Source: an optimization exercise on an open RTL-to-GDS flow (aim: small area). Production flows keep margins and buffers that such runs may drop.
Only simulation tests tie the RTL to the original design; equivalence was not proved.

$ cat flow/constraint.sdc
create_clock -name core_clock -period 5.0 [get_ports {clk}]
set_input_delay 1.0000 -clock core_clock [delete_from_list [all_inputs] [get_ports {clk}]]
set_output_delay 1.0000 -clock core_clock [all_outputs]
set_load 0.01 [all_outputs]
$ cat flow/flow/run.sh
#!/bin/bash
# The standard layout (standard.sh) with two changes:
#  - after synthesis every logic cell is given the smallest drive strength of
#    its family (flow/downsize.tcl); the resizer upsizes later where needed;
#  - the port buffers that global placement inserts use buf_1.
# Each tool's output goes to the ORFS logs; make's output to standard.log.
set -e
export POST_SYNTH_TCL=$PWD/flow/downsize.tcl
export BUFFER_PORTS_ARGS="-buffer_cell sky130_fd_sc_hd__buf_1"
bash standard.sh > standard.log 2>&1
$ cat flow/config.mk
export PLATFORM = sky130hd
export DESIGN_NAME = top_module
export DESIGN_NICKNAME = top_module
export VERILOG_FILES = /design/flow/design.v
export SDC_FILE = /design/flow/constraint.sdc
export NUM_CORES = 4
export LEC_CHECK = 0
export CAP_MARGIN = 20
export CORE_MARGIN = 2
export CORE_UTILIZATION = 40
export CTS_BUF_LIST = sky130_fd_sc_hd__clkbuf_8
export CTS_CLUSTER_DIAMETER = 60
export CTS_CLUSTER_SIZE = 12
export SLEW_MARGIN = 20
export SYNTH_HIERARCHICAL = 1
$ cat flow/flow/downsize.tcl
# After synthesis: give every logic cell the smallest drive strength of its
# family (same function, e.g. a21oi_2 -> a21oi_1).  Flip-flops are left alone.
# Later resizer steps still upsize wherever timing, slew or capacitance needs it.
set db [ord::get_db]
set block [[$db getChip] getBlock]
set swapped 0
foreach inst [$block getInsts] {
  set m [$inst getMaster]
  set name [$m getName]
  if {![regexp {^(sky130_fd_sc_hd__[a-z0-9]+)_([0-9]+)$} $name -> base size]} { continue }
  if {[regexp {__(df|sdf|edf|dl|conb|tap|fill|decap|clk)} $base]} { continue }
  set best $m
  set barea [expr {[$m getWidth] * [$m getHeight]}]
  foreach s {0 1 2} {
    set c [$db findMaster "${base}_$s"]
    if {$c eq "NULL" || $c eq ""} { continue }
    set a [expr {[$c getWidth] * [$c getHeight]}]
    if {$a < $barea} { set best $c; set barea $a }
  }
  if {$best ne $m} {
    $inst swapMaster $best
    incr swapped
  }
}
puts "downsize: swapped $swapped instances to smaller drive strengths"
$ cat flow/standard.sh
#!/bin/bash
# synth_recipe.tcl (not shown) runs the flow's synth.tcl, then flattens the netlist and writes it again
# the make line also repeats each setting of config.mk as NAME=value (left out here)
make -C /OpenROAD-flow-scripts/flow DESIGN_CONFIG=/design/flow/config.mk WORK_HOME=/design/flow/orfs CLKGATE_MAP_FILE= SYNTH_SCRIPT=/design/flow/synth_recipe.tcl "${@:-finish}"
$ cat flow/design.v
module g_a211oi_1(input A1, input A2, input B1, input C1, output Y);
    assign Y = (~A1&~B1&~C1) | (~A2&~B1&~C1);
endmodule
module g_a21oi_1(input A1, input A2, input B1, output Y);
    assign Y = (~A1&~B1) | (~A2&~B1);
endmodule
module g_clkinv_1(input A, output Y);
    assign Y = (~A);
endmodule
module g_nand2_1(input A, input B, output Y);
    assign Y = (~A) | (~B);
endmodule
module g_nor2_1(input A, input B, output Y);
    assign Y = (~A&~B);
endmodule
module g_o211ai_1(input A1, input A2, input B1, input C1, output Y);
    assign Y = (~A1&~A2) | (~B1) | (~C1);
endmodule
module g_o21ai_0(input A1, input A2, input B1, output Y);
    assign Y = (~A1&~A2) | (~B1);
endmodule
module life_rule(input a0, input a1, input a2, input pL, input mL, input s0, input load, input d0, output nq0);
    wire new_n10, new_n11, new_n12, new_n13, new_n14, new_n15, new_n16, new_n17, new_n18;
    g_clkinv_1 g0(.A(d0), .Y(new_n10));
    g_a21oi_1 g1(.A1(a1), .A2(mL), .B1(a2), .Y(new_n11));
    g_o21ai_0 g2(.A1(a1), .A2(mL), .B1(a2), .Y(new_n12));
    g_nor2_1 g3(.A(a0), .B(pL), .Y(new_n13));
    g_nand2_1 g4(.A(new_n12), .B(new_n13), .Y(new_n14));
    g_o211ai_1 g5(.A1(a1), .A2(mL), .B1(new_n11), .C1(new_n14), .Y(new_n15));
    g_o21ai_0 g6(.A1(new_n11), .A2(new_n14), .B1(new_n15), .Y(new_n16));
    g_a21oi_1 g7(.A1(a0), .A2(pL), .B1(new_n15), .Y(new_n17));
    g_a211oi_1 g8(.A1(new_n16), .A2(s0), .B1(load), .C1(new_n17), .Y(new_n18));
    g_a21oi_1 g9(.A1(load), .A2(new_n10), .B1(new_n18), .Y(nq0));
endmodule
module fa3(input a, input b, input c, output s, output co);
    assign s = a ^ b ^ c;
    assign co = (a & b) | (a & c) | (b & c);
endmodule
module ha2(input a, input b, output s, output co);
    assign s = a ^ b;
    assign co = a & b;
endmodule
module pairsum(input x0, input x1, input y0, input y1, output a0, output a1, output a2);
    wire c;
    ha2 h(.a(x0), .b(y0), .s(a0), .co(c));
    fa3 f(.a(x1), .b(y1), .c(c), .s(a1), .co(a2));
endmodule
module top_module(
    input clk,
    input load,
    input [255:0] data,
    output reg [255:0] q );
    wire [255:0] vp, vm, nxt;
    wire [127:0] a0, a1, a2;
    genvar i, j;
    generate
        for (i = 0; i < 16; i = i + 1) begin : row
            for (j = 0; j < 16; j = j + 1) begin : col
                fa3 vs(.a(q[((i+15)%16)*16 + j]), .b(q[i*16 + j]), .c(q[((i+1)%16)*16 + j]),
                       .s(vp[i*16+j]), .co(vm[i*16+j]));
            end
            for (j = 0; j < 16; j = j + 2) begin : pr
                pairsum ps(.x0(vp[i*16+j]), .x1(vm[i*16+j]), .y0(vp[i*16+j+1]), .y1(vm[i*16+j+1]),
                           .a0(a0[i*8+j/2]), .a1(a1[i*8+j/2]), .a2(a2[i*8+j/2]));
                life_rule re(.a0(a0[i*8+j/2]), .a1(a1[i*8+j/2]), .a2(a2[i*8+j/2]),
                             .pL(vp[i*16+(j+15)%16]), .mL(vm[i*16+(j+15)%16]),
                             .s0(q[i*16+j]), .load(load), .d0(data[i*16+j]), .nq0(nxt[i*16+j]));
                life_rule ro(.a0(a0[i*8+j/2]), .a1(a1[i*8+j/2]), .a2(a2[i*8+j/2]),
                             .pL(vp[i*16+(j+2)%16]), .mL(vm[i*16+(j+2)%16]),
                             .s0(q[i*16+j+1]), .load(load), .d0(data[i*16+j+1]), .nq0(nxt[i*16+j+1]));
            end
        end
    endgenerate
    always @(posedge clk)
        q <= nxt;
endmodule
==> results.toml, run 1 <==
[timing]
layout_min_cycle_time_ns = 2.91
setup_viol = 0
max_freq_ghz = 0.344
rsz0062_at_grt = "false"
whs_ns = 0.544
slew_viol_final = 0
tightest_slew_ns = 1.01
hold_viol = 0
finClkSkew_ns = 0.0216
timing.final.crit_share = 0.582
fin_setup_tns_ns = 0
maxSlewHeadroom = 0.325

[route]
drt-total-wl_mm = 98.1
met3_length_mm = 8.03
route.met2.wl_mm = 45.1
drc = 0
routed-via-count = 28200
wl_per_cell_um = 20.4
ant_nets = 0
via_per_inst = 5.85
dr.pass1.iters = 6
dr.first_iter.drc_count = 2186
top_layer = "met5"
m1WireLength_mm = 42.1

[cells_and_area]
fillers = 6978
final_nets = 4666
final-seq-area_um2 = 5120
multiInputGateArea_um2 = 21500
layout-drive-gt1-share = 0.0231
reg_top3 = "q (256)"
max_flop_register = "q"
areaGrowthSynthToFinish_pct = 15.5
largest_reg_flops = 256

[die]
die-area_um2 = 71000
die_w_um = 266
fp.coreArea_um2 = 68300
ios = 514
fp-row-count = 96
initial_core_util = 0.403
die_h_um = 266

[critical_path]
path_buf_inv = 0
required_ns = 5.50
critPathMaxFanout = 6
r2r-start = "q[196]"
cp-start-kind = "register"
reg2reg_depth = 9
path_depth = 9
cpMaxStageDelayCell = "dfxtp_1"
worstPathCellList = "fa_1 -> ha_1 -> fa_1 -> o21ai_1 -> nand2_1 -> o211ai_1 -> o21ai_1 -> a211oi_1 -> a21oi_1"
path_delay_family = "adder cells"
crit_type = "register to register"
critPathArrivalTime_ns = 3.41
cp_slowest_stage_delay_ns = 0.61
crit_start = "q[196]"
r2r_end = "q[196]"
endpoint_kind = "register"
r2r_setup_slack_ns = 2.09

[grt]
grt_pass1_wl_mm = 148
grt_remaining_overflow = 0
grt_max_degree = 134
grt_pass1_vias = 25600
track_usage = 0.271
antenna_found_initial = 6

[min_path]
holdPathEnd = "q[79]"
min_from = "data[79]"
hold_depth = 3
hp-class = "primary input to register"

[flow_run]
max-cap-violations = 0

[logic_synthesis]
netlist_area_um2 = 27500
netlist_instances = 3328
synth_area_per_cell_um2 = 8.28
synthesis.nets = 4098
yosysWarnings = 7

[clock_tree]
numCtsBuffers = 46
clk-insertion-delay-late_ns = 0.65
clock_path_buffers = 3
cts_hold_buf = 0
post-cts-setup-buffers = 0
cts_resized = 0
root_buffer = "clkbuf_8"
path_clk_slew_ns = 0.08
cts_tree = "built"
htreeDepth = 2
clkSinkCount = 256

[place]
post-dp-hpwl_mm = 79.9
port_buffers = 513
finalWeightedCongestion = 0.923

[run_status]
status = "no timing/DRC/antenna violations"
## cells in the final DEF, fill, tap and decap left out
cell type and instances:
buf_1 512, buf_4 3, dfxtp_1 256, nor2_1 256
nand2_1 256, o211ai_1 256, clkinv_4 8, fa_1 384
clkinv_2 2, diode_2 1, o21ai_1 512, ha_1 128
inv_1 258, clkbuf_4 1, bufinv_16 7, clkbuf_8 53
a21oi_1 768, clkinvlp_4 9, buf_12 4, inv_6 4
a211oi_1 256
## worst max-delay path by stage
stage                   to  slack, ns
global route        q[194]       1.87
CTS                 q[234]       2.13
global placement     q[44]       2.14
floorplan             q[0]       2.55
detailed placement  q[234]       2.14
finish              q[196]       2.09
## worst register-to-register path, stage by stage, from the launching register on
cell,delay [ns]
dfxtp_1,0.61
fa_1,0.55
ha_1,0.24
fa_1,0.53
o21ai_1,0.16
nand2_1,0.09
o211ai_1,0.12
o21ai_1,0.10
a211oi_1,0.31
a21oi_1,0.07
## stage by stage
step            util  setup slack, ns  instances  cell area, µm²
2_1_floorplan      -             2.55       3328           27500
3_3_place_gp   0.449             2.14       4730           30700
3_5_place_dp   0.449             2.14       4730           30700
4_1_cts        0.465             2.13       4815           31800
5_1_grt        0.465             1.87       4816           31800
6_report       0.465             2.09       4816           31800
## layer usage
layer / global-route usage / up-vias
li1: - / 13600
met1: 0.363 / 13400
met2: 0.439 / 1000
met3: 0.0568 / 161
met4: 0.0791 / 8
met5: 0 / -
## layout make-up
cell class	count	area share
multi-input combinational	2816	0.675
tap	882	0.0347
clock buffer	53	0.0229
inverter	256	0.0302
sequential	256	0.161
antenna	1	0.0000787
clock inverter	32	0.0126
timing repair buffer	520	0.0639
==> run 2, diff against run 1 <==
--- a/flow/config.mk
+++ b/flow/config.mk
@@ -8,8 +8,8 @@
 export CAP_MARGIN = 20
 export CORE_MARGIN = 2
-export CORE_UTILIZATION = 40
-export CTS_BUF_LIST = sky130_fd_sc_hd__clkbuf_8
-export CTS_CLUSTER_DIAMETER = 60
-export CTS_CLUSTER_SIZE = 12
+export CORE_UTILIZATION = 60
+export CTS_BUF_LIST = sky130_fd_sc_hd__clkbuf_4 sky130_fd_sc_hd__clkbuf_8
+export CTS_CLUSTER_DIAMETER = 50
+export CTS_CLUSTER_SIZE = 10
 export SLEW_MARGIN = 20
 export SYNTH_HIERARCHICAL = 1
==> run 2 against run 1 <==
Net effect:
- clock-buffer cell count is 1 higher
- maximum frequency is 4.3% lower
- critical path depth stayed put
- final area is 1.4% lower
- final cell count is 5.9% lower
- hold slack worse by 0.0080 ns
- sequential share of layout area is 0.23 points higher
- synthesized cell count stayed put
- core utilization is 23 points higher
- critical path type unchanged
- critical endpoint is now q[102]
- largest cell class unchanged
==> results.toml, run 2 <==
[timing]
timing.final.crit_share = 0.608
tightest_slew_ns = 0.844
max_freq_ghz = 0.329
fin_setup_tns_ns = 0
hold_viol = 0
rsz0062_at_grt = "false"
finClkSkew_ns = 0.0341
setup_viol = 0
maxSlewHeadroom = 0.437
whs_ns = 0.536
slew_viol_final = 0
layout_min_cycle_time_ns = 3.04

[critical_path]
cpMaxStageDelayCell = "dfxtp_1"
critPathMaxFanout = 6
endpoint_kind = "register"
worstPathCellList = "fa_1 -> ha_1 -> fa_1 -> o21ai_1 -> nand2_1 -> o211ai_1 -> o21ai_1 -> a211oi_1 -> a21oi_1"
cp-start-kind = "register"
cp_slowest_stage_delay_ns = 0.64
crit_type = "register to register"
required_ns = 5.50
critPathArrivalTime_ns = 3.54

[die]
initial_core_util = 0.607
ios = 514
fp.coreArea_um2 = 45400
fp-row-count = 78
die-area_um2 = 47600
die_w_um = 218
die_h_um = 218

[cells_and_area]
reg_top3 = "q (256)"
layout_common_cells = "a21oi_1, o21ai_1, buf_1"
final_core_util = 0.691
largest_reg_flops = 256
fin_area_um2 = 31400
max_flop_register = "q"
final_nets = 4662
layout_commonest_cell = "a21oi_1"
fillers = 3830
areaGrowthSynthToFinish_pct = 13.9
layout-drive-gt1-share = 0.0209

[grt]
grt_max_degree = 150
grt_pass1_vias = 28300
antenna_found_initial = 13
track_usage = 0.403
grt_pass1_wl_mm = 150
grt_remaining_overflow = 0

[clock_tree]
clk-insertion-delay-late_ns = 0.67
cts_resized = 0
numCtsBuffers = 45
clkSinkCount = 256
clock_path_buffers = 3
path_clk_slew_ns = 0.07
cts_hold_buf = 0
post-cts-setup-buffers = 0
htreeDepth = 2
cts_tree = "built"
root_buffer = "clkbuf_8"

[place]
post-dp-hpwl_mm = 78.6
dpl_cell_area_um2 = 30300
finalWeightedCongestion = 0.976
port_buffers = 513

[flow_run]
max-cap-violations = 0

[logic_synthesis]
yosysWarnings = 7
synth_area_per_cell_um2 = 8.28
netlist_area_um2 = 27500
netlist_instances = 3328
synthesis.nets = 4098

[min_path]
hp-class = "primary input to register"

[route]
drc = 0
via_per_inst = 6.61
dr.pass1.iters = 8
dr.first_iter.drc_count = 3234
drt-total-wl_mm = 98.6
ant_nets = 0
wl_per_cell_um = 21.8
routed-via-count = 29900

[run_status]
status = "no timing/DRC/antenna violations"
-- run 2: cell count changes in the layout (fill, tap and decap cells not counted), sizes merged --
| cell | before | now |
|---|---|---|
| inv | 262 | 257 |
| buf | 519 | 516 |
| clkbuf | 54 | 55 |
| clkinv | 10 | 13 |
| diode | 1 | 10 |
| clkinvlp | 9 | 2 |
-- run 2: final cells by class --
| type | count | area, µm² | share of cell area |
|---|---|---|---|
| well taps | 600 | 751 | 0.0239 |
| clock buffers | 54 | 724 | 0.0231 |
| repair buffers | 517 | 2010 | 0.0641 |
| diodes | 10 | 25.0 | 0.000798 |
| clock inverters | 23 | 307 | 0.00977 |
| flip-flops and latches | 256 | 5120 | 0.163 |
| multi-input cells | 2816 | 21500 | 0.684 |
| inverters | 256 | 961 | 0.0306 |
-- run 2: final timing paths --
| kind | endpoint | startpoint | slack (ns) | depth (start not counted) |
|---|---|---|---|---|
| worst max register to register | q[102] | q[102] | 1.96 | 9 |
| worst min-delay path | q[238] | data[238] | 0.54 | 3 |
| worst min register to register | q[214] | q[214] | 0.75 | 2 |
| worst max-delay path | q[102] | q[102] | 1.96 | 9 |
-- run 2: stage by stage --
stage                     setup WS, ns  instances
after floorplan                   2.55       3328
after global placement            2.16       4445
after CTS                         2.04       4522
after global routing              1.82       4531
final                             1.96       4532
after detailed placement          2.06       4445
-- run 2: layer usage --
metal | wire length, µm | vias to the layer above | global-route usage
met3 | 10400 | 347 | 0.0862
met5 | 41 | - | 0
li1 | - | 13600 | -
met1 | 37900 | 14300 | 0.516
met2 | 44800 | 1739 | 0.637
met4 | 5480 | 6 | 0.224
-- run 2: critical path, delay by kind of cell (launching register included) --
family	cells	cell delay, ns
AO/OA/AOI/OAI	5	0.84
adder cells (fa/ha/maj)	3	1.34
flip-flops	1	0.64
AND/OR/NAND/NOR	1	0.08
==> run 3, diff against run 2 <==
--- a/flow/design.v
+++ b/flow/design.v
@@ -1,10 +1,10 @@
-module g_a211oi_1(input A1, input A2, input B1, input C1, output Y);
-    assign Y = (~A1&~B1&~C1) | (~A2&~B1&~C1);
+module g_a2111oi_0(input A1, input A2, input B1, input C1, input D1, output Y);
+    assign Y = (~A1&~B1&~C1&~D1) | (~A2&~B1&~C1&~D1);
+endmodule
+module g_a21o_1(input A1, input A2, input B1, output X);
+    assign X = (A1&A2) | (B1);
 endmodule
 module g_a21oi_1(input A1, input A2, input B1, output Y);
     assign Y = (~A1&~B1) | (~A2&~B1);
-endmodule
-module g_clkinv_1(input A, output Y);
-    assign Y = (~A);
 endmodule
 module g_nand2_1(input A, input B, output Y);
@@ -14,22 +14,21 @@
     assign Y = (~A&~B);
 endmodule
-module g_o211ai_1(input A1, input A2, input B1, input C1, output Y);
-    assign Y = (~A1&~A2) | (~B1) | (~C1);
-endmodule
 module g_o21ai_0(input A1, input A2, input B1, output Y);
     assign Y = (~A1&~A2) | (~B1);
 endmodule
+module g_o22ai_1(input A1, input A2, input B1, input B2, output Y);
+    assign Y = (~B1&~B2) | (~A1&~A2);
+endmodule
 module life_rule(input a0, input a1, input a2, input pL, input mL, input s0, input load, input d0, output nq0);
-    wire new_n10, new_n11, new_n12, new_n13, new_n14, new_n15, new_n16, new_n17, new_n18;
-    g_clkinv_1 g0(.A(d0), .Y(new_n10));
-    g_a21oi_1 g1(.A1(a1), .A2(mL), .B1(a2), .Y(new_n11));
-    g_o21ai_0 g2(.A1(a1), .A2(mL), .B1(a2), .Y(new_n12));
-    g_nor2_1 g3(.A(a0), .B(pL), .Y(new_n13));
-    g_nand2_1 g4(.A(new_n12), .B(new_n13), .Y(new_n14));
-    g_o211ai_1 g5(.A1(a1), .A2(mL), .B1(new_n11), .C1(new_n14), .Y(new_n15));
-    g_o21ai_0 g6(.A1(new_n11), .A2(new_n14), .B1(new_n15), .Y(new_n16));
-    g_a21oi_1 g7(.A1(a0), .A2(pL), .B1(new_n15), .Y(new_n17));
-    g_a211oi_1 g8(.A1(new_n16), .A2(s0), .B1(load), .C1(new_n17), .Y(new_n18));
-    g_a21oi_1 g9(.A1(load), .A2(new_n10), .B1(new_n18), .Y(nq0));
+    wire new_n8, new_n9, new_n10, new_n11, new_n12, new_n13, new_n14, alive_nl;
+    g_a21oi_1 g0(.A1(a1), .A2(mL), .B1(a2), .Y(new_n8));
+    g_o22ai_1 g1(.A1(a0), .A2(pL), .B1(a1), .B2(mL), .Y(new_n9));
+    g_nand2_1 g2(.A(a0), .B(pL), .Y(new_n10));
+    g_o21ai_0 g3(.A1(a1), .A2(mL), .B1(a2), .Y(new_n11));
+    g_o21ai_0 g4(.A1(s0), .A2(new_n10), .B1(new_n11), .Y(new_n12));
+    g_nor2_1 g5(.A(a0), .B(pL), .Y(new_n13));
+    g_a21oi_1 g6(.A1(new_n13), .A2(s0), .B1(new_n8), .Y(new_n14));
+    g_a2111oi_0 g7(.A1(new_n8), .A2(new_n9), .B1(new_n12), .C1(new_n14), .D1(load), .Y(alive_nl));
+    g_a21o_1 g8(.A1(load), .A2(d0), .B1(alive_nl), .X(nq0));
 endmodule
 module fa3(input a, input b, input c, output s, output co);
--- a/flow/flow/run.sh
+++ b/flow/flow/run.sh
@@ -8,3 +8,4 @@
 export POST_SYNTH_TCL=$PWD/flow/downsize.tcl
 export BUFFER_PORTS_ARGS="-buffer_cell sky130_fd_sc_hd__buf_1"
+export CTS_ARGS="-sink_clustering_enable -repair_clock_nets -sink_clustering_size 20 -sink_clustering_max_diameter 60 -buf_list {sky130_fd_sc_hd__clkbuf_8 sky130_fd_sc_hd__clkbuf_16} -root_buf sky130_fd_sc_hd__clkbuf_16 -tree_buf sky130_fd_sc_hd__clkbuf_16 -sink_clustering_buffer sky130_fd_sc_hd__clkbuf_8"
 bash standard.sh > standard.log 2>&1
==> flow/config.mk (replaced) <==
export PLATFORM = sky130hd
export DESIGN_NAME = top_module
export DESIGN_NICKNAME = top_module
export VERILOG_FILES = /design/flow/design.v
export SDC_FILE = /design/flow/constraint.sdc
export NUM_CORES = 4
export LEC_CHECK = 0
export CAP_MARGIN = 20
export CORE_MARGIN = 2
export CORE_UTILIZATION = 55
export SLEW_MARGIN = 20
export SYNTH_HIERARCHICAL = 1
==> run 3 against run 2 <==
Net effect:
- final cell count fell by 4.3%
- die area increased by 7.7%
- via count fell by 0.91%
- critical path depth decreased by 2
- register-to-register slack lost 0.07 ns
- critical endpoint is now q[56]
==> results.toml, run 3 <==
[run_status]
status = "no timing/DRC/antenna violations"

[place]
finalWeightedCongestion = 0.957
post-dp-hpwl_mm = 80.5
port_buffers = 513

[timing]
max_freq_ghz = 0.321
maxSlewHeadroom = 0.480
hold_viol = 0
timing.final.crit_share = 0.622
tightest_slew_ns = 0.760
setup_viol = 0
fin_setup_tns_ns = 0
finClkSkew_ns = 0.0207
slew_viol_final = 0
rsz0062_at_grt = "false"
layout_min_cycle_time_ns = 3.11
whs_ns = 0.626

[die]
initial_core_util = 0.556
die_h_um = 226
die-area_um2 = 51300
fp.coreArea_um2 = 49000
ios = 514
die_w_um = 226
fp-row-count = 81

[cells_and_area]
max_flop_register = "q"
final_nets = 4399
layout-drive-gt1-share = 0.0186
final_core_util = 0.634
areaGrowthSynthToFinish_pct = 14.0
reg_top3 = "q (256)"
layout_common_cells = "a21oi_1, o21ai_1, buf_1"
largest_reg_flops = 256

[critical_path]
cpMaxStageDelayCell = "a2111oi_0"
crit_type = "register to register"
critPathMaxFanout = 6
endpoint_kind = "register"
critPathArrivalTime_ns = 3.61
r2r_setup_slack_ns = 1.89
r2r-start = "q[56]"
reg2reg_depth = 7
r2r_end = "q[56]"
worstPathCellList = "fa_1 -> ha_1 -> fa_1 -> a21oi_1 -> a21oi_1 -> a2111oi_0 -> a21o_1"
cp-start-kind = "register"
cp_slowest_stage_delay_ns = 0.67
required_ns = 5.50

[clock_tree]
clkSinkCount = 256
path_clk_slew_ns = 0.08
cts_resized = 0
post-cts-setup-buffers = 0
clock_path_buffers = 3
htreeDepth = 2
root_buffer = "clkbuf_16"
cts_tree = "built"
cts_hold_buf = 0
clk-insertion-delay-late_ns = 0.55
numCtsBuffers = 38

[logic_synthesis]
netlist_area_um2 = 27200
netlist_instances = 3072
synthesis.nets = 3842
yosysWarnings = 7
synth_area_per_cell_um2 = 8.86

[route]
via_per_inst = 6.84
routed-via-count = 29700
dr.first_iter.drc_count = 3233
ant_nets = 0
dr.pass1.iters = 8
drc = 0
wl_per_cell_um = 23.4
drt-total-wl_mm = 101

[flow_run]
max-cap-violations = 0

[min_path]
hold_depth = 2
min_from = "data[187]"
holdPathEnd = "q[187]"
hp-class = "primary input to register"

[grt]
track_usage = 0.384
grt_remaining_overflow = 0
grt_max_degree = 155
grt_pass1_vias = 27700
grt_pass1_wl_mm = 152
antenna_found_initial = 27
==> run 3: worst max path at each step <==
| stage | from | endpoint | cells past startpoint |
|---|---|---|---|
| after floorplan | q[16] | q[0] | 7 |
| after global placement | q[44] | q[29] | 7 |
| after detailed placement | q[7] | q[7] | 7 |
| after CTS | q[44] | q[29] | 7 |
| after global routing | q[110] | q[126] | 7 |
| final | q[56] | q[56] | 7 |
==> run 3: stage by stage <==
stage	cell area [µm²]	setup slack, ns	instances
floorplan	27200	2.52	3072
global placement	30100	2.00	4253
detailed placement	30100	1.97	4253
CTS	31000	1.95	4320
global route	31000	1.73	4330
finish	31000	1.89	4335
==> run 3: layout make-up <==
class                      count  area [µm²]
clock buffer                  45         676
timing repair buffer         517        2000
fill                        4379       17900
multi-input combinational   2816       22100
tap                          664         831
clock inverter                22         275
sequential                   256        5120
antenna                       15        37.5
==> run 3: worst max-delay path, delay by kind of cell, from the launching register on <==
family	cells	cell delay, ns
adder cells (fa/ha/maj)	3	1.37
flip-flops	1	0.62
AO/OA/AOI/OAI	4	1.07
==> run 3: per-layer routing <==
layer / track usage / share of wire / vias to the layer above
li1: - / - / 13300
met1: 0.489 / 0.38 / 14300
met2: 0.598 / 0.45 / 1733
met3: 0.102 / 0.11 / 326
met4: 0.204 / 0.054 / 24
met5: 0 / 0.0013 / -
==> run 4, diff against run 3 <==
==> flow/flow/run.sh (replaced) <==
#!/bin/bash
# The standard layout (standard.sh) with two changes:
#  - after synthesis every logic cell is given the smallest drive strength of
#    its family (flow/downsize.tcl); the resizer upsizes later where needed;
#  - the port buffers that global placement inserts use buf_1.
# Each tool's output goes to the ORFS logs; make's output to standard.log.
set -e
export POST_SYNTH_TCL=$PWD/flow/downsize.tcl
export BUFFER_PORTS_ARGS="-buffer_cell sky130_fd_sc_hd__buf_1"
export CTS_ARGS="-sink_clustering_enable -repair_clock_nets -sink_clustering_size 40 -sink_clustering_max_diameter 80 -buf_list {sky130_fd_sc_hd__clkbuf_16} -root_buf sky130_fd_sc_hd__clkbuf_16 -tree_buf sky130_fd_sc_hd__clkbuf_16 -sink_clustering_buffer sky130_fd_sc_hd__clkbuf_16"
bash standard.sh > standard.log 2>&1
==> run 4 against run 3 <==
Net effect:
- via count is 0.30% higher
- synthesized cell count stayed put
- die area stayed put
==> results.toml, run 4 <==
[critical_path]
critPathMaxFanout = 6
cp-start-kind = "register"
critPathArrivalTime_ns = 3.71
endpoint_kind = "register"
crit_type = "register to register"
required_ns = 5.54

[timing]
maxSlewHeadroom = 0.445
timing.final.crit_share = 0.634
setup_viol = 0
max_freq_ghz = 0.315
layout_min_cycle_time_ns = 3.17
rsz0062_at_grt = "false"
hold_viol = 0
finClkSkew_ns = 0.0194
fin_setup_tns_ns = 0
tightest_slew_ns = 0.811
slew_viol_final = 0

[cells_and_area]
final_nets = 4389
areaGrowthSynthToFinish_pct = 14.3
max_flop_register = "q"
layout_common_cells = "a21oi_1, o21ai_1, buf_1"
reg_top3 = "q (256)"
final_core_util = 0.636
largest_reg_flops = 256
layout-drive-gt1-share = 0.0157

[die]
die_w_um = 226
die_h_um = 226
initial_core_util = 0.556
ios = 514
fp.coreArea_um2 = 49000
die-area_um2 = 51300
fp-row-count = 81

[place]
finalWeightedCongestion = 0.957
post-dp-hpwl_mm = 80.5
port_buffers = 513

[route]
via_per_inst = 6.89
dr.pass1.iters = 6
drt-total-wl_mm = 101
routed-via-count = 29800
dr.first_iter.drc_count = 3121
drc = 0
wl_per_cell_um = 23.4
ant_nets = 0

[min_path]
hp-class = "primary input to register"

[logic_synthesis]
netlist_instances = 3072
synthesis.nets = 3842
netlist_area_um2 = 27200
yosysWarnings = 7
synth_area_per_cell_um2 = 8.86

[clock_tree]
cts_hold_buf = 0
cts_resized = 0
root_buffer = "clkbuf_16"
clkSinkCount = 256
clock_path_buffers = 3
clk-insertion-delay-late_ns = 0.60
htreeDepth = 1
cts_tree = "built"
numCtsBuffers = 28
path_clk_slew_ns = 0.08
post-cts-setup-buffers = 0

[grt]
track_usage = 0.381
grt_remaining_overflow = 0
grt_pass1_vias = 27700
grt_max_degree = 155
antenna_found_initial = 24
grt_pass1_wl_mm = 152

[flow_run]
max-cap-violations = 0

[run_status]
status = "no timing/DRC/antenna violations"
run 4: cell types whose count changed in the layout (fill, tap and decap cells not counted):
| cell | before | now |
|---|---|---|
| bufinv_16 | 6 | 4 |
| clkbuf_16 | 5 | 29 |
| clkbuf_8 | 40 | 0 |
| clkinv_2 | 6 | 3 |
| clkinv_4 | 3 | 2 |
| clkinv_8 | 0 | 2 |
| clkinvlp_4 | 2 | 3 |
| inv_1 | 4 | 0 |
| inv_12 | 0 | 1 |
| inv_6 | 1 | 5 |
| inv_8 | 0 | 3 |
run 4: metal layers:
metal | global-route usage | vias to the layer above | share of wire
met2 | 0.595 | 1712 | 0.45
met1 | 0.489 | 14400 | 0.38
met3 | 0.0932 | 322 | 0.11
met4 | 0.205 | 20 | 0.059
li1 | - | 13300 | -
met5 | 0 | - | 0.0012
run 4: through the flow:
stage	instance area, µm²	hold WS [ns]	cells	setup WS [ns]
after floorplan	27200	0.763	3072	2.52
after global placement	30100	0.753	4253	2.00
after detailed placement	30100	0.785	4253	1.97
after CTS	31100	0.556	4305	1.94
after global routing	31100	0.581	4314	1.71
final	31100	0.581	4320	1.83
run 4: worst paths after layout:
kind	start	to	slack, ns	cells after the start
worst max register to register	q[56]	q[56]	1.83	7
worst min register to register	q[21]	q[21]	0.79	3
worst min-delay path	data[119]	q[119]	0.58	2
worst max-delay path	q[56]	q[56]	1.83	7
run 4: critical path: stages (launching register included):
cell	delay, ns
dfxtp_1	0.62
fa_1	0.57
ha_1	0.27
fa_1	0.55
a21oi_1	0.22
a21oi_1	0.06
a2111oi_0	0.69
a21o_1	0.13
run 4: layout make-up:
cell class	count	area, µm²
sequential	256	5120
antenna	15	37.5
clock inverter	23	302
tap	664	831
multi-input combinational	2816	22100
timing repair buffer	517	2000
clock buffer	29	726
fill	4367	17800
==> run 5, diff against run 4 <==
--- a/flow/flow/run.sh
+++ b/flow/flow/run.sh
@@ -8,4 +8,4 @@
 export POST_SYNTH_TCL=$PWD/flow/downsize.tcl
 export BUFFER_PORTS_ARGS="-buffer_cell sky130_fd_sc_hd__buf_1"
-export CTS_ARGS="-sink_clustering_enable -repair_clock_nets -sink_clustering_size 40 -sink_clustering_max_diameter 80 -buf_list {sky130_fd_sc_hd__clkbuf_16} -root_buf sky130_fd_sc_hd__clkbuf_16 -tree_buf sky130_fd_sc_hd__clkbuf_16 -sink_clustering_buffer sky130_fd_sc_hd__clkbuf_16"
+export CTS_ARGS="-sink_clustering_enable -repair_clock_nets -sink_clustering_size 20 -sink_clustering_max_diameter 100 -buf_list {sky130_fd_sc_hd__clkbuf_16} -root_buf sky130_fd_sc_hd__clkbuf_16 -tree_buf sky130_fd_sc_hd__clkbuf_16 -sink_clustering_buffer sky130_fd_sc_hd__clkbuf_16"
 bash standard.sh > standard.log 2>&1
==> run 5 against run 4 <==
Net effect:
- setup slack better by 0.045 ns
- global-route usage down 0.13 points
- synthesized cell count unchanged
- maximum frequency up 1.5%
==> results.toml, run 5 <==
[critical_path]
reg2reg_depth = 7
cp-start-kind = "register"
critPathMaxFanout = 6
endpoint_kind = "register"
crit_start = "q[161]"
worstSetupEndpoint = "q[160]"
r2r-start = "q[161]"
r2r_setup_slack_ns = 1.87
crit_type = "register to register"
cp_slowest_stage_delay_ns = 0.73
worstPathCellList = "fa_1 -> ha_1 -> fa_1 -> a21oi_1 -> a21oi_1 -> a2111oi_0 -> a21o_1"
required_ns = 5.51
cpMaxStageDelayCell = "a2111oi_0"
r2r_end = "q[160]"
critPathArrivalTime_ns = 3.63

[clock_tree]
cts_resized = 0
htreeDepth = 1
cts_hold_buf = 0
root_buffer = "clkbuf_16"
numCtsBuffers = 19
path_clk_slew_ns = 0.10
clock_path_buffers = 3
post-cts-setup-buffers = 0
clk-insertion-delay-late_ns = 0.57
clkSinkCount = 256
cts_tree = "built"

[die]
die-area_um2 = 51300
initial_core_util = 0.556
fp.coreArea_um2 = 49000
fp-row-count = 81
die_h_um = 226
ios = 514
die_w_um = 226

[place]
post-dp-hpwl_mm = 80.5
post-place-ws_ns = 1.97
finalWeightedCongestion = 0.957
port_buffers = 513

[route]
drt-total-wl_mm = 101
drc = 0
dr.pass1.iters = 8
routed-via-count = 29400
wl_per_cell_um = 23.4
ant_nets = 0
dr.first_iter.drc_count = 3254
via_per_inst = 6.84

[cells_and_area]
layout-drive-gt1-share = 0.00939
reg_top3 = "q (256)"
fillers = 4443
layout_common_cells = "a21oi_1, o21ai_1, buf_1"
largest_reg_flops = 256
max_flop_register = "q"
areaGrowthSynthToFinish_pct = 12.7
final_nets = 4380

[timing]
fin_setup_tns_ns = 0
max_freq_ghz = 0.320
rsz0062_at_grt = "false"
fin_ws_ns = 1.87
tightest_slew_ns = 0.796
whs_ns = 0.613
hold_viol = 0
finClkSkew_ns = 0.0198
slew_viol_final = 0
maxSlewHeadroom = 0.455
timing.final.crit_share = 0.625
layout_min_cycle_time_ns = 3.13
setup_viol = 0

[logic_synthesis]
synthesis.nets = 3842
synth_area_per_cell_um2 = 8.86
netlist_area_um2 = 27200
netlist_instances = 3072
yosysWarnings = 7

[grt]
grt_pass1_wl_mm = 151
grt_remaining_overflow = 0
grt_max_degree = 155
track_usage = 0.380
antenna_found_initial = 25
grt_pass1_vias = 27400

[flow_run]
max-cap-violations = 0

[run_status]
status = "no timing/DRC/antenna violations"

[min_path]
hp-class = "primary input to register"
==> run 5: layout make-up <==
class,count,area [µm²],share of cell area
Sequential cell,256,5120,0.167
Antenna cell,15,37.5,0.00122
Multi-Input combinational cell,2816,22100,0.720
Timing Repair Buffer,517,2000,0.0651
Clock inverter,13,124,0.00404
Clock buffer,19,475,0.0155
Tap cell,664,831,0.0271
==> run 5: per-stage QoR <==
stage	cell area (µm²)	utilization	std cells
finish	30700	0.627	4300
global route	30700	0.627	4294
CTS	30700	0.626	4285
detailed placement	30100	0.614	4253
global placement	30100	0.614	4253
floorplan	27200	-	3072
==> run 5: critical path, delay by kind of cell, from the launching register on <==
family,cells,cell delay [ns]
AO/OA/AOI/OAI,4,1.12
flip-flops,1,0.60
adder cells (fa/ha/maj),3,1.34
==> run 5: worst min-delay path by stage <==
stage	startpoint	slack, ns	to	depth (start not counted)
5_1_grt	data[25]	0.61	q[25]	2
3_5_place_dp	q[74]	0.78	q[74]	3
2_1_floorplan	q[0]	0.76	q[0]	3
4_1_cts	data[240]	0.60	q[240]	2
3_3_place_gp	q[90]	0.75	q[90]	3
6_report	data[34]	0.61	q[34]	2
==> run 5: routing by layer <==
| metal | vias to the layer above | GRT usage | part of all wire |
|---|---|---|---|
| li1 | 13300 | - | - |
| met1 | 14200 | 0.491 | 0.39 |
| met2 | 1617 | 0.596 | 0.46 |
| met3 | 281 | 0.0882 | 0.10 |
| met4 | 22 | 0.197 | 0.052 |
| met5 | - | 0 | 0.0011 |
==> run 6, diff against run 5 <==
--- a/flow/config.mk
+++ b/flow/config.mk
@@ -6,7 +6,7 @@
 export NUM_CORES = 4
 export LEC_CHECK = 0
-export CAP_MARGIN = 20
+export CAP_MARGIN = 0
 export CORE_MARGIN = 2
 export CORE_UTILIZATION = 55
-export SLEW_MARGIN = 20
+export SLEW_MARGIN = 0
 export SYNTH_HIERARCHICAL = 1
==> run 6 against run 5 <==
Net effect:
- largest cell class unchanged
- critical endpoint unchanged
- clock-buffer cell count is the same
- first-iteration DRC count did not move
- highest routed layer unchanged
- wire length is the same
- core utilization unchanged
- non-clock buffer count unchanged
- still clean
- sequential share of layout area stayed put
- critical path depth is the same
==> results.toml, run 6 <==
[die]
die_w_um = 226
ios = 514
die_h_um = 226
die-area_um2 = 51300
fp-row-count = 81
initial_core_util = 0.556
fp.coreArea_um2 = 49000

[cells_and_area]
reg_top3 = "q (256)"
multiInputGateArea_um2 = 22100
final-seq-area_um2 = 5120
fin_cells = 4300
areaGrowthSynthToFinish_pct = 12.7
largest_reg_flops = 256
layout-drive-gt1-share = 0.00939
max_flop_register = "q"
layout_common_cells = "a21oi_1, o21ai_1, buf_1"
final_nets = 4380
fillers = 4443

[timing]
layout_min_cycle_time_ns = 3.13
timing.final.crit_share = 0.625
slew_viol_final = 0
finClkSkew_ns = 0.0198
fin_setup_tns_ns = 0
setup_viol = 0
tightest_slew_ns = 0.796
hold_viol = 0
max_freq_ghz = 0.320
rsz0062_at_grt = "false"
maxSlewHeadroom = 0.455

[critical_path]
worstPathCellList = "fa_1 -> ha_1 -> fa_1 -> a21oi_1 -> a21oi_1 -> a2111oi_0 -> a21o_1"
cp-start-kind = "register"
required_ns = 5.51
cp_slowest_stage_delay_ns = 0.73
r2r-start = "q[161]"
endpoint_kind = "register"
reg2reg_depth = 7
r2r_setup_slack_ns = 1.87
critPathMaxFanout = 6
r2r_end = "q[160]"
crit_type = "register to register"
cpMaxStageDelayCell = "a2111oi_0"
crit_start = "q[161]"
critPathArrivalTime_ns = 3.63

[clock_tree]
cts_tree = "built"
htreeDepth = 1
clock_path_buffers = 3
path_clk_slew_ns = 0.10
cts_hold_buf = 0
cts_resized = 0
clk-insertion-delay-late_ns = 0.57
clkSinkCount = 256
post-cts-setup-buffers = 0
root_buffer = "clkbuf_16"
numCtsBuffers = 19

[route]
ant_nets = 0
drc = 0
m1WireLength_mm = 39.1
met3_length_mm = 10.3
drt-total-wl_mm = 101
dr.first_iter.drc_count = 3254
routed-via-count = 29400
wl_per_cell_um = 23.4
via_per_inst = 6.84
top_layer = "met5"
dr.pass1.iters = 8
route.met2.wl_mm = 46.1

[logic_synthesis]
yosysWarnings = 7
netlist_area_um2 = 27200
synth_area_per_cell_um2 = 8.86
netlist_instances = 3072
synthesis.nets = 3842

[grt]
track_usage = 0.380
grt_remaining_overflow = 0
grt_pass1_vias = 27400
grt_pass1_wl_mm = 151
grt_max_degree = 155
antenna_found_initial = 25

[min_path]
min_from = "data[34]"
hold_depth = 2
hp-class = "primary input to register"
holdPathEnd = "q[34]"

[place]
port_buffers = 513
dp.cells = 4253
finalWeightedCongestion = 0.957
post-dp-hpwl_mm = 80.5

[flow_run]
max-cap-violations = 0

[run_status]
status = "no timing/DRC/antenna violations"
[run 6: worst max-delay path by stage]
stage / to / slack [ns]
3_5_place_dp: q[7] / 1.97
5_1_grt: q[126] / 1.72
2_1_floorplan: q[0] / 2.52
6_report: q[160] / 1.87
4_1_cts: q[29] / 1.93
3_3_place_gp: q[29] / 2.00
[run 6: metal layers]
layer,track usage,up-vias
met5,0,-
met4,0.197,22
met3,0.0882,281
met2,0.596,1617
met1,0.491,14200
li1,-,13300
[run 6: critical path, delay by kind of cell (launching register included)]
kind            cells  cell delay, ns
fa+ha+maj           3            1.34
flops               1            0.60
compound gates      4            1.12
[run 6: through the flow]
| stage | hold slack [ns] | setup WS, ns | cell area [µm²] | utilization |
|---|---|---|---|---|
| after global routing | 0.613 | 1.72 | 30700 | 0.627 |
| after CTS | 0.598 | 1.93 | 30700 | 0.626 |
| final | 0.613 | 1.87 | 30700 | 0.627 |
| after global placement | 0.753 | 2.00 | 30100 | 0.614 |
| after detailed placement | 0.785 | 1.97 | 30100 | 0.614 |
| after floorplan | 0.763 | 2.52 | 27200 | - |
[run 6: cell type report]
type	instances	area share
timing repair buffer	517	0.0651
sequential	256	0.167
multi-input combinational	2816	0.720
tap	664	0.0271
clock buffer	19	0.0155
clock inverter	13	0.00404
antenna	15	0.00122
==> run 7, diff against run 6 <==
--- a/flow/flow/run.sh
+++ b/flow/flow/run.sh
@@ -8,4 +8,4 @@
 export POST_SYNTH_TCL=$PWD/flow/downsize.tcl
 export BUFFER_PORTS_ARGS="-buffer_cell sky130_fd_sc_hd__buf_1"
-export CTS_ARGS="-sink_clustering_enable -repair_clock_nets -sink_clustering_size 20 -sink_clustering_max_diameter 100 -buf_list {sky130_fd_sc_hd__clkbuf_16} -root_buf sky130_fd_sc_hd__clkbuf_16 -tree_buf sky130_fd_sc_hd__clkbuf_16 -sink_clustering_buffer sky130_fd_sc_hd__clkbuf_16"
+export CTS_ARGS="-sink_clustering_enable -repair_clock_nets -sink_clustering_size 24 -sink_clustering_max_diameter 110 -buf_list {sky130_fd_sc_hd__clkbuf_16} -root_buf sky130_fd_sc_hd__clkbuf_16 -tree_buf sky130_fd_sc_hd__clkbuf_16 -sink_clustering_buffer sky130_fd_sc_hd__clkbuf_16"
 bash standard.sh > standard.log 2>&1
==> run 7 against run 6 <==
Net effect:
- register-to-register slack got worse by 0.04 ns
- area after synthesis did not move
- global-route usage barely moved
- wire length barely moved
- setup slack got worse by 0.039 ns
- largest cell class unchanged
- sequential share of layout area barely moved
- critical path depth did not move
- via count rose by 0.36%
- final cell count fell by 0.14%
- highest routed layer unchanged
- die area did not move
- clock-buffer cell count fell by 2
- maximum frequency fell by 1.2%
==> results.toml, run 7 <==
[route]
drt-total-wl_mm = 101
dr.first_iter.drc_count = 3310
routed-via-count = 29500
dr.pass1.iters = 7
ant_nets = 0
route.met2.wl_mm = 45.8
via_per_inst = 6.87
top_layer = "met5"
met3_length_mm = 10.6
drc = 0
m1WireLength_mm = 39.0
wl_per_cell_um = 23.4

[critical_path]
crit_type = "register to register"
required_ns = 5.51
path_buf_inv = 0
cp_slowest_stage_delay_ns = 0.66
endpoint_kind = "register"
critPathMaxFanout = 6
cp-start-kind = "register"
worstPathCellList = "fa_1 -> ha_1 -> fa_1 -> a21oi_1 -> a21oi_1 -> a2111oi_0 -> a21o_1"
r2r_setup_slack_ns = 1.84
critPathArrivalTime_ns = 3.67
path_delay_family = "adder cells"
cpMaxStageDelayCell = "dfxtp_1"

[logic_synthesis]
netlist_instances = 3072
synthesis.nets = 3842
netlist_area_um2 = 27200
synth_area_per_cell_um2 = 8.86
yosysWarnings = 7

[clock_tree]
cts_hold_buf = 0
clk-insertion-delay-late_ns = 0.56
cts_tree = "built"
htreeDepth = 1
clock_path_buffers = 3
cts_resized = 0
numCtsBuffers = 16
post-cts-setup-buffers = 0
clkSinkCount = 256
path_clk_slew_ns = 0.12
root_buffer = "clkbuf_16"

[cells_and_area]
max_flop_register = "q"
reg_top3 = "q (256)"
areaGrowthSynthToFinish_pct = 12.4
layout-drive-gt1-share = 0.00830
final_nets = 4377
fin_area_um2 = 30600
largest_reg_flops = 256
fin_cells = 4294
layout_common_cells = "a21oi_1, o21ai_1, buf_1"

[place]
post-place-ws_ns = 1.97
dp.cells = 4253
post-dp-hpwl_mm = 80.5
finalWeightedCongestion = 0.957
dpl_cell_area_um2 = 30100
port_buffers = 513

[timing]
fin_ws_ns = 1.84
hold_viol = 0
maxSlewHeadroom = 0.494
slew_viol_final = 0
max_freq_ghz = 0.316
setup_viol = 0
timing.final.crit_share = 0.633
tightest_slew_ns = 0.759
finClkSkew_ns = 0.0336
rsz0062_at_grt = "false"
fin_setup_tns_ns = 0
layout_min_cycle_time_ns = 3.16

[flow_run]
max-cap-violations = 0

[grt]
grt_remaining_overflow = 0
grt_pass1_vias = 27400
track_usage = 0.380
grt_max_degree = 155
grt_pass1_wl_mm = 151
antenna_found_initial = 24

[die]
ios = 514
fp.coreArea_um2 = 49000
die_h_um = 226
die-area_um2 = 51300
fp-row-count = 81
initial_core_util = 0.556
die_w_um = 226

[min_path]
hp-class = "primary input to register"

[run_status]
status = "no timing/DRC/antenna violations"
[run 7: path summary, 6_finish.rpt]
path,startpoint,cells after the start,to
max,q[126],7,q[126]
min,data[160],2,q[160]
max reg2reg,q[126],7,q[126]
min reg2reg,q[74],3,q[74]
[run 7: final cells by class]
class / instances / area, µm²
multi-input combinational: 2816 / 22100
fill: 4430 / 18300
sequential: 256 / 5120
timing repair buffer: 517 / 2000
tap: 664 / 831
clock buffer: 17 / 425
clock inverter: 9 / 97.6
antenna: 15 / 37.5
[run 7: worst reg2reg max path, delay by kind of cell, from the launching register on]
kind                     cells  cell delay [ns]
AO/OA/AOI/OAI                4             1.10
adder cells (fa/ha/maj)      3             1.35
flip-flops                   1             0.66
[run 7: routing by layer]
layer / global-route usage / vias to the layer above
met4: 0.186 / 20
met5: 0 / -
met1: 0.492 / 14300
met2: 0.602 / 1716
met3: 0.0853 / 273
li1: - / 13200
[run 7: through the flow]
step / hold slack (ns) / util
floorplan: 0.763 / -
global placement: 0.753 / 0.614
detailed placement: 0.785 / 0.614
CTS: 0.601 / 0.625
global route: 0.616 / 0.625
finish: 0.619 / 0.625
==> run 8, diff against run 7 <==
--- a/flow/design.v
+++ b/flow/design.v
@@ -17,18 +17,17 @@
     assign Y = (~A1&~A2) | (~B1);
 endmodule
-module g_o22ai_1(input A1, input A2, input B1, input B2, output Y);
-    assign Y = (~B1&~B2) | (~A1&~A2);
+module g_xor2_1(input A, input B, output X);
+    assign X = (A&~B) | (~A&B);
 endmodule
 module life_rule(input a0, input a1, input a2, input pL, input mL, input s0, input load, input d0, output nq0);
-    wire new_n8, new_n9, new_n10, new_n11, new_n12, new_n13, new_n14, alive_nl;
-    g_a21oi_1 g0(.A1(a1), .A2(mL), .B1(a2), .Y(new_n8));
-    g_o22ai_1 g1(.A1(a0), .A2(pL), .B1(a1), .B2(mL), .Y(new_n9));
-    g_nand2_1 g2(.A(a0), .B(pL), .Y(new_n10));
-    g_o21ai_0 g3(.A1(a1), .A2(mL), .B1(a2), .Y(new_n11));
-    g_o21ai_0 g4(.A1(s0), .A2(new_n10), .B1(new_n11), .Y(new_n12));
-    g_nor2_1 g5(.A(a0), .B(pL), .Y(new_n13));
-    g_a21oi_1 g6(.A1(new_n13), .A2(s0), .B1(new_n8), .Y(new_n14));
-    g_a2111oi_0 g7(.A1(new_n8), .A2(new_n9), .B1(new_n12), .C1(new_n14), .D1(load), .Y(alive_nl));
-    g_a21o_1 g8(.A1(load), .A2(d0), .B1(alive_nl), .X(nq0));
+    wire x1, lz, l2n, h3n, t12, t14, alive_nl;
+    g_xor2_1 g0(.A(a1), .B(mL), .X(x1));
+    g_nor2_1 g1(.A(a0), .B(pL), .Y(lz));
+    g_nand2_1 g2(.A(a0), .B(pL), .Y(l2n));
+    g_o21ai_0 g3(.A1(a1), .A2(mL), .B1(a2), .Y(h3n));
+    g_o21ai_0 g4(.A1(s0), .A2(l2n), .B1(h3n), .Y(t12));
+    g_a21oi_1 g5(.A1(lz), .A2(s0), .B1(x1), .Y(t14));
+    g_a2111oi_0 g6(.A1(x1), .A2(lz), .B1(t12), .C1(t14), .D1(load), .Y(alive_nl));
+    g_a21o_1 g7(.A1(load), .A2(d0), .B1(alive_nl), .X(nq0));
 endmodule
 module fa3(input a, input b, input c, output s, output co);
==> run 8 against run 7 <==
Net effect:
- final cell count is 7.1% lower
- die area is 2.3% lower
- still clean on timing, DRC and antenna
- non-clock buffer count is 4 higher
- wire length is 7.1% lower
- clock-buffer cell count stayed put
- maximum frequency is 2.3% lower
- synthesized cell count is 8.3% lower
- critical path depth stayed put
- clock skew is 0.019 ns lower
==> results.toml, run 8 <==
[cells_and_area]
layout_common_cells = "o21ai_1, buf_1, fa_1"
fillers = 4178
areaGrowthSynthToFinish_pct = 12.7
layout-drive-gt1-share = 0.0101
largest_reg_flops = 256
multiInputGateArea_um2 = 21500
max_flop_register = "q"
fin_area_um2 = 30000
final_core_util = 0.628
final_nets = 4125
reg_top3 = "q (256)"
final-seq-area_um2 = 5120

[die]
die_h_um = 224
die_w_um = 224
die-area_um2 = 50100
fp.coreArea_um2 = 47700
ios = 514
initial_core_util = 0.557
fp-row-count = 80

[grt]
grt_use_met3 = 0.0745
grt_pass1_wl_mm = 142
grt_pass1_vias = 24700
antenna_found_initial = 20
grt_max_degree = 140
track_usage = 0.367
met1_usage = 0.485
busiest_layer = "met2"
grt_remaining_overflow = 0
met2_usage = 0.605

[timing]
whs_ns = 0.633
tightest_slew_ns = 0.918
finClkSkew_ns = 0.0145
fin_ws_ns = 1.76
max_freq_ghz = 0.309
slew_viol_final = 0
timing.final.crit_share = 0.648
layout_min_cycle_time_ns = 3.24
setup_viol = 0
fin_setup_tns_ns = 0
maxSlewHeadroom = 0.388
hold_viol = 0
rsz0062_at_grt = "false"

[route]
dr.pass1.iters = 7
dr.first_iter.drc_count = 2496
via_per_inst = 6.40
drc = 0
wl_per_cell_um = 23.4
routed-via-count = 25600
ant_nets = 0
drt-total-wl_mm = 93.6

[critical_path]
critPathMaxFanout = 6
required_ns = 5.50
cp-start-kind = "register"
endpoint_kind = "register"
crit_type = "register to register"
worstPathCellList = "fa_1 -> ha_1 -> fa_1 -> xor2_1 -> a21oi_1 -> a2111oi_0 -> a21o_1"
crit_top_cell = "fa_1"
critPathArrivalTime_ns = 3.74
path_buf_inv = 0
cp_slowest_stage_delay_ns = 0.76
path_delay_family = "adder cells"
cpMaxStageDelayCell = "a2111oi_0"

[clock_tree]
post-cts-setup-buffers = 0
cts_tree = "built"
clock_path_buffers = 3
clkSinkCount = 256
root_buffer = "clkbuf_16"
cts_hold_buf = 0
path_clk_slew_ns = 0.11
htreeDepth = 1
clk-insertion-delay-late_ns = 0.55
cts_resized = 0
numCtsBuffers = 16

[min_path]
hp-class = "primary input to register"

[logic_synthesis]
netlist_instances = 2816
yosysWarnings = 7
synth_area_per_cell_um2 = 9.44
netlist_area_um2 = 26600
synthesis.nets = 3586

[place]
dpl_cell_area_um2 = 29400
port_buffers = 513
finalWeightedCongestion = 0.942
post-dp-hpwl_mm = 77.4
post-place-ws_ns = 1.87

[flow_run]
max-cap-violations = 0

[run_status]
status = "no timing/DRC/antenna violations"
run 8: final timing paths:
check,from,to,slack (ns),cells past startpoint
worst max-delay path,q[12],q[12],1.76,7
worst min-delay path,data[131],q[131],0.63,2
worst max register to register,q[12],q[12],1.76,7
worst min register to register,q[137],q[137],0.80,3
run 8: cell type report:
class                      count  share of cell area
clock inverter                10             0.00409
timing repair buffer         521              0.0680
antenna                       12             0.00100
multi-input combinational   2560               0.716
tap                          615              0.0257
sequential                   256               0.171
clock buffer                  17              0.0142
run 8: per-stage QoR:
stage	instances
floorplan	2816
global placement	3952
detailed placement	3952
CTS	3979
global route	3988
finish	3991
run 8: layer usage:
layer  wire [µm]  vias up
li1            -    11700
met1       38400    12600
met2       44200     1057
met3        7780      167
met4        3100       18
met5         109        -
==> run 9, diff against run 8 <==
--- a/flow/flow/run.sh
+++ b/flow/flow/run.sh
@@ -8,4 +8,4 @@
 export POST_SYNTH_TCL=$PWD/flow/downsize.tcl
 export BUFFER_PORTS_ARGS="-buffer_cell sky130_fd_sc_hd__buf_1"
-export CTS_ARGS="-sink_clustering_enable -repair_clock_nets -sink_clustering_size 24 -sink_clustering_max_diameter 110 -buf_list {sky130_fd_sc_hd__clkbuf_16} -root_buf sky130_fd_sc_hd__clkbuf_16 -tree_buf sky130_fd_sc_hd__clkbuf_16 -sink_clustering_buffer sky130_fd_sc_hd__clkbuf_16"
+export CTS_ARGS="-sink_clustering_enable -repair_clock_nets -sink_clustering_size 28 -sink_clustering_max_diameter 120 -buf_list {sky130_fd_sc_hd__clkbuf_16} -root_buf sky130_fd_sc_hd__clkbuf_16 -tree_buf sky130_fd_sc_hd__clkbuf_16 -sink_clustering_buffer sky130_fd_sc_hd__clkbuf_16"
 bash standard.sh > standard.log 2>&1
==> run 9 against run 8 <==
Net effect:
- still clean on timing, DRC and antenna
- global-route usage shrank 0.11 points
- clock skew grew 0.0061 ns
- die area is the same
- first-iteration DRC count decreased by 6.0%
- sequential share of layout area barely moved
- register-to-register slack got worse by 0.12 ns
- critical path type unchanged
- critical endpoint unchanged
==> results.toml, run 9 <==
[run_status]
status = "no timing/DRC/antenna violations"

[route]
via_per_inst = 6.40
dr.first_iter.drc_count = 2347
drt-total-wl_mm = 93.3
dr.pass1.iters = 6
drc = 0
wl_per_cell_um = 23.4
ant_nets = 0
routed-via-count = 25500

[critical_path]
cp-start-kind = "register"
path_delay_family = "adder cells"
crit_top_cell = "fa_1"
critPathArrivalTime_ns = 3.83
cp_slowest_stage_delay_ns = 0.88
worstPathCellList = "fa_1 -> ha_1 -> fa_1 -> xor2_1 -> a21oi_1 -> a2111oi_0 -> a21o_1"
required_ns = 5.47
cpMaxStageDelayCell = "a2111oi_0"
crit_type = "register to register"
critPathMaxFanout = 6
r2r-start = "q[12]"
crit_start = "q[12]"
path_buf_inv = 0
endpoint_kind = "register"
r2r_setup_slack_ns = 1.64

[clock_tree]
cts_hold_buf = 0
clock_path_buffers = 3
cts_tree = "built"
root_buffer = "clkbuf_16"
post-cts-setup-buffers = 0
numCtsBuffers = 15
path_clk_slew_ns = 0.12
clkSinkCount = 256
clk-insertion-delay-late_ns = 0.54
cts_resized = 0
htreeDepth = 1

[cells_and_area]
max_flop_register = "q"
reg_top3 = "q (256)"
areaGrowthSynthToFinish_pct = 12.5
largest_reg_flops = 256
layout_common_cells = "o21ai_1, buf_1, fa_1"
layout-drive-gt1-share = 0.00922
final_nets = 4124

[die]
die_w_um = 224
fp.coreArea_um2 = 47700
ios = 514
fp-row-count = 80
initial_core_util = 0.557
die-area_um2 = 50100
die_h_um = 224

[timing]
rsz0062_at_grt = "false"
maxSlewHeadroom = 0.327
finClkSkew_ns = 0.0206
setup_viol = 0
timing.final.crit_share = 0.672
tightest_slew_ns = 0.985
hold_viol = 0
fin_setup_tns_ns = 0
layout_min_cycle_time_ns = 3.36
slew_viol_final = 0
whs_ns = 0.637
max_freq_ghz = 0.298

[min_path]
hp-class = "primary input to register"
min_from = "data[59]"

[grt]
grt_pass1_wl_mm = 141
grt_max_degree = 140
antenna_found_initial = 22
grt_remaining_overflow = 0
grt_pass1_vias = 24700
track_usage = 0.366

[logic_synthesis]
synth_area_per_cell_um2 = 9.44
yosysWarnings = 7
synthesis.nets = 3586
netlist_area_um2 = 26600
netlist_instances = 2816

[place]
post-dp-hpwl_mm = 77.4
port_buffers = 513
finalWeightedCongestion = 0.942

[flow_run]
max-cap-violations = 0
==> run 9: final cells by class <==
cell class / count / area (µm²)
timing repair buffer: 521 / 2040
tap: 615 / 769
multi-input combinational: 2560 / 21500
clock buffer: 15 / 375
antenna: 13 / 32.5
clock inverter: 9 / 100
fill: 4190 / 17800
sequential: 256 / 5120
==> run 9: path summary, 6_finish.rpt <==
kind | cells past startpoint | to
worst min register to register | 3 | q[53]
worst max register to register | 7 | q[12]
worst min-delay path | 2 | q[59]
worst max-delay path | 7 | q[12]
==> run 9: metal layers <==
layer / part of all wire / track usage / vias to the layer above
met5: 0.0011 / 0 / -
met1: 0.41 / 0.484 / 12600
li1: - / - / 11700
met4: 0.034 / 0.120 / 18
met3: 0.083 / 0.0761 / 171
met2: 0.47 / 0.602 / 1064
==> run 9: worst reg2reg max path, stage by stage, from the launching register on <==
cell	delay [ns]
dfxtp_1	0.65
fa_1	0.57
ha_1	0.24
fa_1	0.58
xor2_1	0.20
a21oi_1	0.05
a2111oi_0	0.88
a21o_1	0.14
==> run 9: through the flow <==
stage	cells	setup slack (ns)	area, µm²	utilization
floorplan	2816	2.48	26600	-
global route	3986	1.68	29900	0.626
detailed placement	3952	1.87	29400	0.616
CTS	3976	1.85	29900	0.626
global placement	3952	1.89	29400	0.616
finish	3989	1.64	29900	0.626

==> separate check: timing with driven ports <==
In the flow no input, the clock included, has a driving cell. The finished layouts below were timed again as built, in two steps.
Step 1 sets driving cells, clkbuf_16 on the clock port and buf_2 on the other inputs (assumed; they add their load-dependent delay and slew).
Step 2, shift: input delay + t, output delay - t, t = (earliest + latest rising clock arrival at the registers) / 2. This alone moves slack from input paths to output paths.
Three values: ideal ports, drivers, drivers and shift; two values: the first two.
run | t, ns | setup WS [ns] | hold slack, ns | slew at the worst register clock pin (ns) | pins driven straight from the clock port
run 1 | 0.699 | 2.090 / 2.090 / 2.090 | 0.544 / 0.508 / 0.728 | 0.08 / 0.08 | 1
run 2 | 0.707 | 1.960 / 1.960 / 1.960 | 0.536 / 0.497 / 0.745 | 0.08 / 0.08 | 1
run 3 | 0.609 | 1.888 / 1.888 / 1.888 | 0.626 / 0.593 / 0.796 | 0.09 / 0.09 | 1
run 4 | 0.656 | 1.829 / 1.829 / 1.829 | 0.581 / 0.545 / 0.792 | 0.09 / 0.09 | 1
run 5 | 0.623 | 1.875 / 1.875 / 1.875 | 0.613 / 0.576 / 0.794 | 0.10 / 0.10 | 1
run 6 | 0.623 | 1.875 / 1.875 / 1.875 | 0.613 / 0.576 / 0.794 | 0.10 / 0.10 | 1
run 7 | 0.610 | 1.836 / 1.836 / 1.836 | 0.619 / 0.578 / 0.798 | 0.12 / 0.12 | 1
run 8 | 0.607 | 1.761 / 1.761 / 1.761 | 0.633 / 0.596 / 0.800 | 0.11 / 0.11 | 1
run 9 | 0.591 | 1.642 / 1.642 / 1.642 | 0.637 / 0.599 / 0.797 | 0.12 / 0.12 | 1
After both steps every run listed still meets setup and hold.
